Background: an optimization exercise with open tools, aiming at a short achievable clock period and few clock cycles. Do not read the settings as production practice. Function was checked by simulation only, so behaviour that the tests miss may differ from the original. No activity file was given, so power comes from the tool's default toggle rates.

==> inputs of 05-23 <==
==> flow/design.v (excerpt) <==
module top(clk,reset,imem_addr,imem_rdata,dmem_addr,dmem_wdata,dmem_we,dmem_rdata);
==> flow/config.mk <==
export PLATFORM = sky130hd
export DESIGN_NAME = top
export DESIGN_NICKNAME = top
export VERILOG_FILES = /design/flow/design.v
export SDC_FILE = /design/flow/constraint.sdc
export NUM_CORES = 4
export LEC_CHECK = 0
export ABC_CLOCK_PERIOD_IN_PS = 3000
export CAP_MARGIN = 20
export CORE_MARGIN = 2
export CORE_UTILIZATION = 40
export SLEW_MARGIN = 20
export SYNTH_HIERARCHICAL = 1
==> flow/constraint.sdc <==
create_clock -name core_clock -period 12.0 [get_ports {clk}]
set_input_delay 2.4000 -clock core_clock [delete_from_list [all_inputs] [get_ports {clk}]]
set_output_delay 2.4000 -clock core_clock [all_outputs]
set_load 0.01 [all_outputs]
standard.sh (not shown) runs the stock make flow with config.mk's settings and CLKGATE_MAP_FILE= SYNTH_SCRIPT=/design/flow/synth_recipe.tcl, a recipe that flattens the netlist after the stock synthesis.
==> flow/flow/run.sh <==
#!/bin/bash
set -uo pipefail
bash standard.sh SETUP_SLACK_MARGIN=8.6 "BUFFER_PORTS_ARGS=-buffer_cell sky130_fd_sc_hd__buf_8" finish > flow_standard.log 2>&1
==> inputs of 08-15, as changes to 05-23 <==
--- a/flow/design.v
+++ b/flow/design.v
@@ -129,74 +129,72 @@
   output [31:0] imem_addr;
   input [31:0] imem_rdata;
   output [31:0] dmem_addr;
   output [31:0] dmem_wdata;
   output dmem_we;
   input [31:0] dmem_rdata;
   localparam NBTB = 4;
   localparam BTBW = 2;                     
-  reg [31:0] pc_f;                           
-  reg [31:0] pc_n;                           
-  wire [31:0] pc_i = ~pc_n;
+  reg [31:0] pc_f;
   reg        x_valid, x_pred;
   reg [31:0] x_ir, x_imm, x_pc, x_pc4;
   reg [31:0] x_ralo, x_rahi, x_rblo, x_rbhi;   
   reg [31:0] x_sa, x_sb;                       
   reg        x_isr, x_isi, x_islw, x_issw, x_isbr, x_rseq, x_rdnz;
   reg [4:0]  x_sel;                        
   reg        x_ap, x_am, x_aw, x_az, x_alo, x_ahi, x_as;
   reg        x_bp, x_bm, x_bw, x_bz, x_blo, x_bhi, x_bs;
   reg        x_om, x_ow, x_oz, x_olo, x_ohi, x_os, x_oi;
   reg        m_rw, m_load, m_we, m_late, m_pa, m_pb;
   reg [4:0]  m_sel;
   reg [4:0]  m_rd;
-  reg [31:0] m_res, m_addr, m_wdata, m_a, m_b;    
+  reg [31:0] m_res, m_wdata, m_a, m_b;
   reg        w_rw;
   reg [4:0]  w_rd;
   reg [31:0] w_val;
   reg [31:0] z_val;
   reg [31:0] rf [1:31];
   reg [NBTB-1:0] btb_v;
   reg [31:0] btb_pc  [0:NBTB-1];
   reg [31:0] btb_tgt [0:NBTB-1];
   reg [BTBW-1:0] btb_ptr;
   reg        bi_ins, bi_rm;                
   reg [BTBW-1:0] bi_idx;
   reg [31:0] bi_pc, bi_tgt;
   assign imem_addr  = pc_f;
-  assign dmem_addr  = m_addr;
+  assign dmem_addr  = m_res;
   assign dmem_wdata = m_wdata;
   assign dmem_we    = m_we;
   wire [4:0] rs1 = x_ir[19:15];
   wire [4:0] rs2 = x_ir[24:20];
   wire [4:0] rd  = x_ir[11:7];
   wire pm1 = x_ap;
   wire pm2 = x_bp;
   wire [31:0] a   = ({32{x_am}} & m_res) | ({32{x_aw}} & w_val) | ({32{x_az}} & z_val) |
                     ({32{x_alo}} & x_ralo) | ({32{x_ahi}} & x_rahi) | ({32{x_as}} & x_sa);
   wire [31:0] b   = ({32{x_bm}} & m_res) | ({32{x_bw}} & w_val) | ({32{x_bz}} & z_val) |
                     ({32{x_blo}} & x_rblo) | ({32{x_bhi}} & x_rbhi) | ({32{x_bs}} & x_sb);
   wire [31:0] opb = ({32{x_om}} & m_res) | ({32{x_ow}} & w_val) | ({32{x_oz}} & z_val) |
                     ({32{x_olo}} & x_rblo) | ({32{x_ohi}} & x_rbhi) | ({32{x_os}} & x_sb) |
                     ({32{x_oi}} & x_imm);
   wire late  = x_valid & (x_isr | x_isi) & (pm1 | (x_isr & pm2));
-  wire stall = x_valid & (((x_islw | x_issw) & pm1) | (x_issw & pm2 & m_late) |
+  wire stall = x_valid & (((x_islw | x_issw) & pm1) |
                           (x_isbr & (pm1 | pm2) & ~x_rseq));
   wire go    = x_valid & ~stall;
-  wire [31:0] res, sum;
-  rv_alu alu_x (.a(a), .b(opb), .sel(x_sel), .res(res), .sum(sum));
+  wire [31:0] res;
+  rv_alu alu_x (.a(a), .b(opb), .sel(x_sel), .res(res));
   wire taken    = x_isbr & (a == b);
   wire redirect = go & (taken ^ x_pred);
   wire [31:0] x_btgt = x_pc + {{20{x_ir[31]}}, x_ir[7], x_ir[30:25], x_ir[11:8], 1'b0};
   wire [31:0] redir_pc = taken ? x_btgt : x_pc4;
   wire [31:0] la = m_pa ? w_val : m_a;
   wire [31:0] lb = m_pb ? w_val : m_b;
   wire [31:0] lres;
-  rv_alu alu_m (.a(la), .b(lb), .sel(m_sel), .res(lres), .sum());
+  rv_alu alu_m (.a(la), .b(lb), .sel(m_sel), .res(lres));
   wire [31:0] fi = imem_rdata;
   wire [6:0]  fop = fi[6:0];
   wire [2:0]  ff3 = fi[14:12];
   wire [4:0]  frs1 = fi[19:15];
   wire [4:0]  frs2 = fi[24:20];
   wire f_isr  = (fop == 7'b0110011);
   wire f_isi  = (fop == 7'b0010011);
   wire f_islw = (fop == 7'b0000011);
@@ -224,53 +222,49 @@
   wire nw1 = m_rw & (m_rd == frs1);
   wire nw2 = m_rw & (m_rd == frs2);
   wire nz1 = w_rw & (w_rd == frs1);
   wire nz2 = w_rw & (w_rd == frs2);
   wire nr1 = ~nm1 & ~nw1 & ~nz1;
   wire nr2 = ~nm2 & ~nw2 & ~nz2;
   wire hw1 = m_rw & (m_rd == rs1);
   wire hw2 = m_rw & (m_rd == rs2);
-  wire [31:0] f_pc4  = pc_i + 32'd4;
+  wire [31:0] f_pc4  = pc_f + 32'd4;
   reg hit;
   reg [31:0] hit_tgt;
   integer k;
   always @* begin
     hit = 1'b0; hit_tgt = 32'd0;
     for (k = 0; k < NBTB; k = k + 1)
-      if (btb_v[k] && btb_pc[k] == pc_i) begin hit = 1'b1; hit_tgt = btb_tgt[k]; end
+      if (btb_v[k] && btb_pc[k] == pc_f) begin hit = 1'b1; hit_tgt = btb_tgt[k]; end
   end
-  wire [31:0] f_early = redirect ? redir_pc : stall ? pc_i : hit ? hit_tgt : f_pc4;
-  wire        f_block = redirect | stall | hit;
-  wire [31:0] f_next;
-  wire        f_spred;
-  rv_fnext fnext (.pc(pc_i), .ir(fi), .early(f_early), .block(f_block),
-                  .next(f_next), .spred(f_spred));
-  wire f_pred = hit | f_spred;
+  wire f_pred = hit;
+  wire [31:0] f_next = hit ? hit_tgt : f_pc4;
   reg xhit;
   reg [BTBW-1:0] xidx;
   always @* begin
     xhit = 1'b0; xidx = 0;
     for (k = 0; k < NBTB; k = k + 1)
       if (btb_v[k] && btb_pc[k] == x_pc) begin xhit = 1'b1; xidx = k; end
   end
   wire btb_ins = go & x_isbr & taken & ~xhit & ~x_pred;
   always @(posedge clk) begin
     if (reset) begin
-      pc_f <= 32'd0; pc_n <= 32'hffffffff;
+      pc_f <= 32'd0;
       x_valid <= 1'b0; x_pred <= 1'b0;
       m_rw <= 1'b0; m_load <= 1'b0; m_we <= 1'b0; m_late <= 1'b0;
       w_rw <= 1'b0;
       btb_v <= 0; btb_ptr <= 0;
       bi_ins <= 1'b0; bi_rm <= 1'b0;
     end else begin
-      pc_f <= f_next; pc_n <= ~f_next;
       if (redirect) begin
+        pc_f <= redir_pc;
         x_valid <= 1'b0; x_pred <= 1'b0;
       end else if (!stall) begin
+        pc_f <= f_next;
         x_valid <= 1'b1; x_pred <= f_pred;
       end
       m_rw   <= nm_rw;
       m_load <= go & x_islw;
       m_we   <= go & x_issw;
       m_late <= late;
       w_rw   <= m_rw;
       bi_ins <= btb_ins;
@@ -286,17 +280,17 @@
       x_sa <= a; x_sb <= b;
       x_ap <= 1'b0; x_am <= 1'b0; x_aw <= hw1; x_az <= 1'b0;
       x_alo <= 1'b0; x_ahi <= 1'b0; x_as <= ~hw1;
       x_bp <= 1'b0; x_bm <= 1'b0; x_bw <= hw2; x_bz <= 1'b0;
       x_blo <= 1'b0; x_bhi <= 1'b0; x_bs <= ~hw2;
       x_om <= 1'b0; x_ow <= x_isr & hw2; x_oz <= 1'b0;
       x_olo <= 1'b0; x_ohi <= 1'b0; x_os <= x_isr & ~hw2; x_oi <= ~x_isr;
     end else begin
-      x_ir <= fi; x_pc <= pc_i; x_pc4 <= f_pc4;
+      x_ir <= fi; x_pc <= pc_f; x_pc4 <= f_pc4;
       x_ralo <= rdlo(frs1[3:0]); x_rahi <= rdhi(frs1[3:0]);
       x_rblo <= rdlo(frs2[3:0]); x_rbhi <= rdhi(frs2[3:0]);
       x_imm <= f_imm;
       x_isr <= f_isr; x_isi <= f_isi; x_islw <= f_islw; x_issw <= f_issw; x_isbr <= f_isbr;
       x_rseq <= (frs1 == frs2); x_rdnz <= (fi[11:7] != 5'd0);
       x_sel <= f_sel;
       x_ap <= nm1 & nm_pend; x_am <= nm1 & ~nm_pend;
       x_aw <= ~nm1 & nw1;    x_az <= ~nm1 & ~nw1 & nz1;
@@ -305,34 +299,33 @@
       x_bw <= ~nm2 & nw2;    x_bz <= ~nm2 & ~nw2 & nz2;
       x_blo <= nr2 & ~frs2[4]; x_bhi <= nr2 & frs2[4]; x_bs <= 1'b0;
       x_om <= f_isr & nm2 & ~nm_pend; x_ow <= f_isr & ~nm2 & nw2;
       x_oz <= f_isr & ~nm2 & ~nw2 & nz2;
       x_olo <= f_isr & nr2 & ~frs2[4]; x_ohi <= f_isr & nr2 & frs2[4];
       x_os <= 1'b0; x_oi <= ~f_isr;
     end
     m_rd <= rd; m_res <= res;
-    m_addr <= sum;
-    m_wdata <= pm2 ? dmem_rdata : b;
+    m_wdata <= pm2 ? (m_load ? dmem_rdata : lres) : b;
     m_a <= a; m_b <= opb; m_pa <= pm1; m_pb <= x_isr & pm2; m_sel <= x_sel;
     w_rd <= m_rd;
     w_val <= m_late ? lres : m_load ? dmem_rdata : m_res;
     z_val <= w_val;
     bi_idx <= xidx; bi_pc <= x_pc; bi_tgt <= x_btgt;
     if (bi_ins) begin
       btb_pc[btb_ptr] <= bi_pc;
       btb_tgt[btb_ptr] <= bi_tgt;
     end
     if (w_rw) rf[w_rd] <= w_val;
   end
 endmodule
-module rv_alu(a, b, sel, res, sum);
+module rv_alu(a, b, sel, res);
   input  [31:0] a, b;
   input  [4:0]  sel;
-  output [31:0] res, sum;
+  output [31:0] res;
   function [31:0] ks_add;
     input [31:0] x, y;
     input cin;
     reg [31:0] p, g, pp, gg, ng, np;
     integer i, l, d;
     begin
       p = x ^ y;
       g = x & y;
@@ -349,28 +342,12 @@
           end
         gg = ng; pp = np;
       end
       ks_add = p ^ {gg[30:0], cin};
     end
   endfunction
   wire [31:0] sum_add = ks_add(a, b, 1'b0);
   wire [31:0] sum_sub = ks_add(a, ~b, 1'b1);
-  assign sum = sum_add;
   assign res = ({32{sel[0]}} & sum_add) | ({32{sel[1]}} & sum_sub) |
                {31'd0, sel[2] & sum_sub[31]} |
                ({32{sel[3]}} & (a | b)) | ({32{sel[4]}} & (a & b));
 endmodule
-module rv_fnext(pc, ir, early, block, next, spred);
-  input  [31:0] pc, ir, early;
-  input         block;
-  output [31:0] next;
-  output        spred;
-  wire [12:0] immb = {ir[31], ir[7], ir[30:25], ir[11:8], 1'b0};
-  wire        near = (&immb[12:7]) | ~(|immb[12:7]);
-  assign spred = (ir[6:0] == 7'b1100011) & ((ir[19:15] == ir[24:20]) | ir[31]) & near;
-  wire [7:0]  lo   = {1'b0, pc[6:0]} + {1'b0, immb[6:0]};
-  wire [24:0] hi   = pc[31:7];
-  wire [24:0] hip1 = hi + 25'd1;
-  wire [24:0] him1 = hi - 25'd1;
-  wire [24:0] hsel = ir[31] ? (lo[7] ? hi : him1) : (lo[7] ? hip1 : hi);
-  assign next = (spred & ~block) ? {hsel, lo[6:0]} : early;
-endmodule
==> flow/flow/run.sh (replaced) <==
#!/bin/bash
set -uo pipefail
bash standard.sh SETUP_SLACK_MARGIN=8.6 finish > flow_standard.log 2>&1
==> inputs of 06-24, as changes to 05-23 <==
--- a/flow/design.v
+++ b/flow/design.v
@@ -233,23 +233,18 @@
   reg hit;
   reg [31:0] hit_tgt;
   integer k;
   always @* begin
     hit = 1'b0; hit_tgt = 32'd0;
     for (k = 0; k < NBTB; k = k + 1)
       if (btb_v[k] && btb_pc[k] == pc_i) begin hit = 1'b1; hit_tgt = btb_tgt[k]; end
   end
-  wire [31:0] f_early = redirect ? redir_pc : stall ? pc_i : hit ? hit_tgt : f_pc4;
-  wire        f_block = redirect | stall | hit;
-  wire [31:0] f_next;
-  wire        f_spred;
-  rv_fnext fnext (.pc(pc_i), .ir(fi), .early(f_early), .block(f_block),
-                  .next(f_next), .spred(f_spred));
-  wire f_pred = hit | f_spred;
+  wire f_pred = hit;
+  wire [31:0] f_next = hit ? hit_tgt : f_pc4;
   reg xhit;
   reg [BTBW-1:0] xidx;
   always @* begin
     xhit = 1'b0; xidx = 0;
     for (k = 0; k < NBTB; k = k + 1)
       if (btb_v[k] && btb_pc[k] == x_pc) begin xhit = 1'b1; xidx = k; end
   end
   wire btb_ins = go & x_isbr & taken & ~xhit & ~x_pred;
@@ -257,20 +252,21 @@
     if (reset) begin
       pc_f <= 32'd0; pc_n <= 32'hffffffff;
       x_valid <= 1'b0; x_pred <= 1'b0;
       m_rw <= 1'b0; m_load <= 1'b0; m_we <= 1'b0; m_late <= 1'b0;
       w_rw <= 1'b0;
       btb_v <= 0; btb_ptr <= 0;
       bi_ins <= 1'b0; bi_rm <= 1'b0;
     end else begin
-      pc_f <= f_next; pc_n <= ~f_next;
       if (redirect) begin
+        pc_f <= redir_pc; pc_n <= ~redir_pc;
         x_valid <= 1'b0; x_pred <= 1'b0;
       end else if (!stall) begin
+        pc_f <= f_next; pc_n <= ~f_next;
         x_valid <= 1'b1; x_pred <= f_pred;
       end
       m_rw   <= nm_rw;
       m_load <= go & x_islw;
       m_we   <= go & x_issw;
       m_late <= late;
       w_rw   <= m_rw;
       bi_ins <= btb_ins;
@@ -354,23 +350,8 @@
   endfunction
   wire [31:0] sum_add = ks_add(a, b, 1'b0);
   wire [31:0] sum_sub = ks_add(a, ~b, 1'b1);
   assign sum = sum_add;
   assign res = ({32{sel[0]}} & sum_add) | ({32{sel[1]}} & sum_sub) |
                {31'd0, sel[2] & sum_sub[31]} |
                ({32{sel[3]}} & (a | b)) | ({32{sel[4]}} & (a & b));
 endmodule
-module rv_fnext(pc, ir, early, block, next, spred);
-  input  [31:0] pc, ir, early;
-  input         block;
-  output [31:0] next;
-  output        spred;
-  wire [12:0] immb = {ir[31], ir[7], ir[30:25], ir[11:8], 1'b0};
-  wire        near = (&immb[12:7]) | ~(|immb[12:7]);
-  assign spred = (ir[6:0] == 7'b1100011) & ((ir[19:15] == ir[24:20]) | ir[31]) & near;
-  wire [7:0]  lo   = {1'b0, pc[6:0]} + {1'b0, immb[6:0]};
-  wire [24:0] hi   = pc[31:7];
-  wire [24:0] hip1 = hi + 25'd1;
-  wire [24:0] him1 = hi - 25'd1;
-  wire [24:0] hsel = ir[31] ? (lo[7] ? hi : him1) : (lo[7] ? hip1 : hi);
-  assign next = (spred & ~block) ? {hsel, lo[6:0]} : early;
-endmodule
==> flow/flow/run.sh (replaced) <==
#!/bin/bash
set -uo pipefail
bash standard.sh SETUP_SLACK_MARGIN=8.6 finish > flow_standard.log 2>&1
==> summary of the runs <==
- 08-15 ran to the end with no violations. 05-23 passed the timing, DRC and antenna checks. 06-24 went through all stages and came out clean.
- In 08-15 the cell area is lower than in 05-23, by about 3.4%.
- Register-to-register slack: 06-24 > 08-15 > 05-23.
- Clock power is about the same in 05-23 and 08-15.
- The lowest cell count belongs to 08-15, the highest to 05-23.
Testbench counts of 05-23, summed over its fixed seeds: cycles 155,317.
Testbench counts of 08-15, summed over its fixed seeds: cycles 159,247.
Testbench counts of 06-24, summed over its fixed seeds: cycles 159,399.

-- afterwards: timing with drivers on the ports --
How much do the figures lean on ideal ports? The routed layouts below were timed once more, with nothing changed but the port constraints.
Step 1, drivers: a clkbuf_16 drives clk and a buf_2 each remaining input, both assumed.
Step 2 times the ports against the registers' clock, not the clock port: input delays grow and output delays shrink by t, the midpoint of the rising clock arrivals with the driver on.
Slacks: ideal ports / drivers / drivers and shift; pairs: ideal ports / drivers.
| run | shift t [ns] | slack for setup (ns) | slew at the worst register clock pin (ns) |
|---|---|---|---|
| 05-23 | 0.954 | 7.931 / 7.931 / 7.073 | 0.07 / 0.07 |
| 08-15 | 0.928 | 8.111 / 8.022 / 7.468 | 0.07 / 0.07 |
| 06-24 | 0.946 | 8.208 / 8.102 / 7.381 | 0.07 / 0.07 |
After both steps every run listed still meets setup and hold. For 05-23, which loses most, drivers alone change the setup slack by 0.000 ns; drivers and shift together by -0.858 ns.
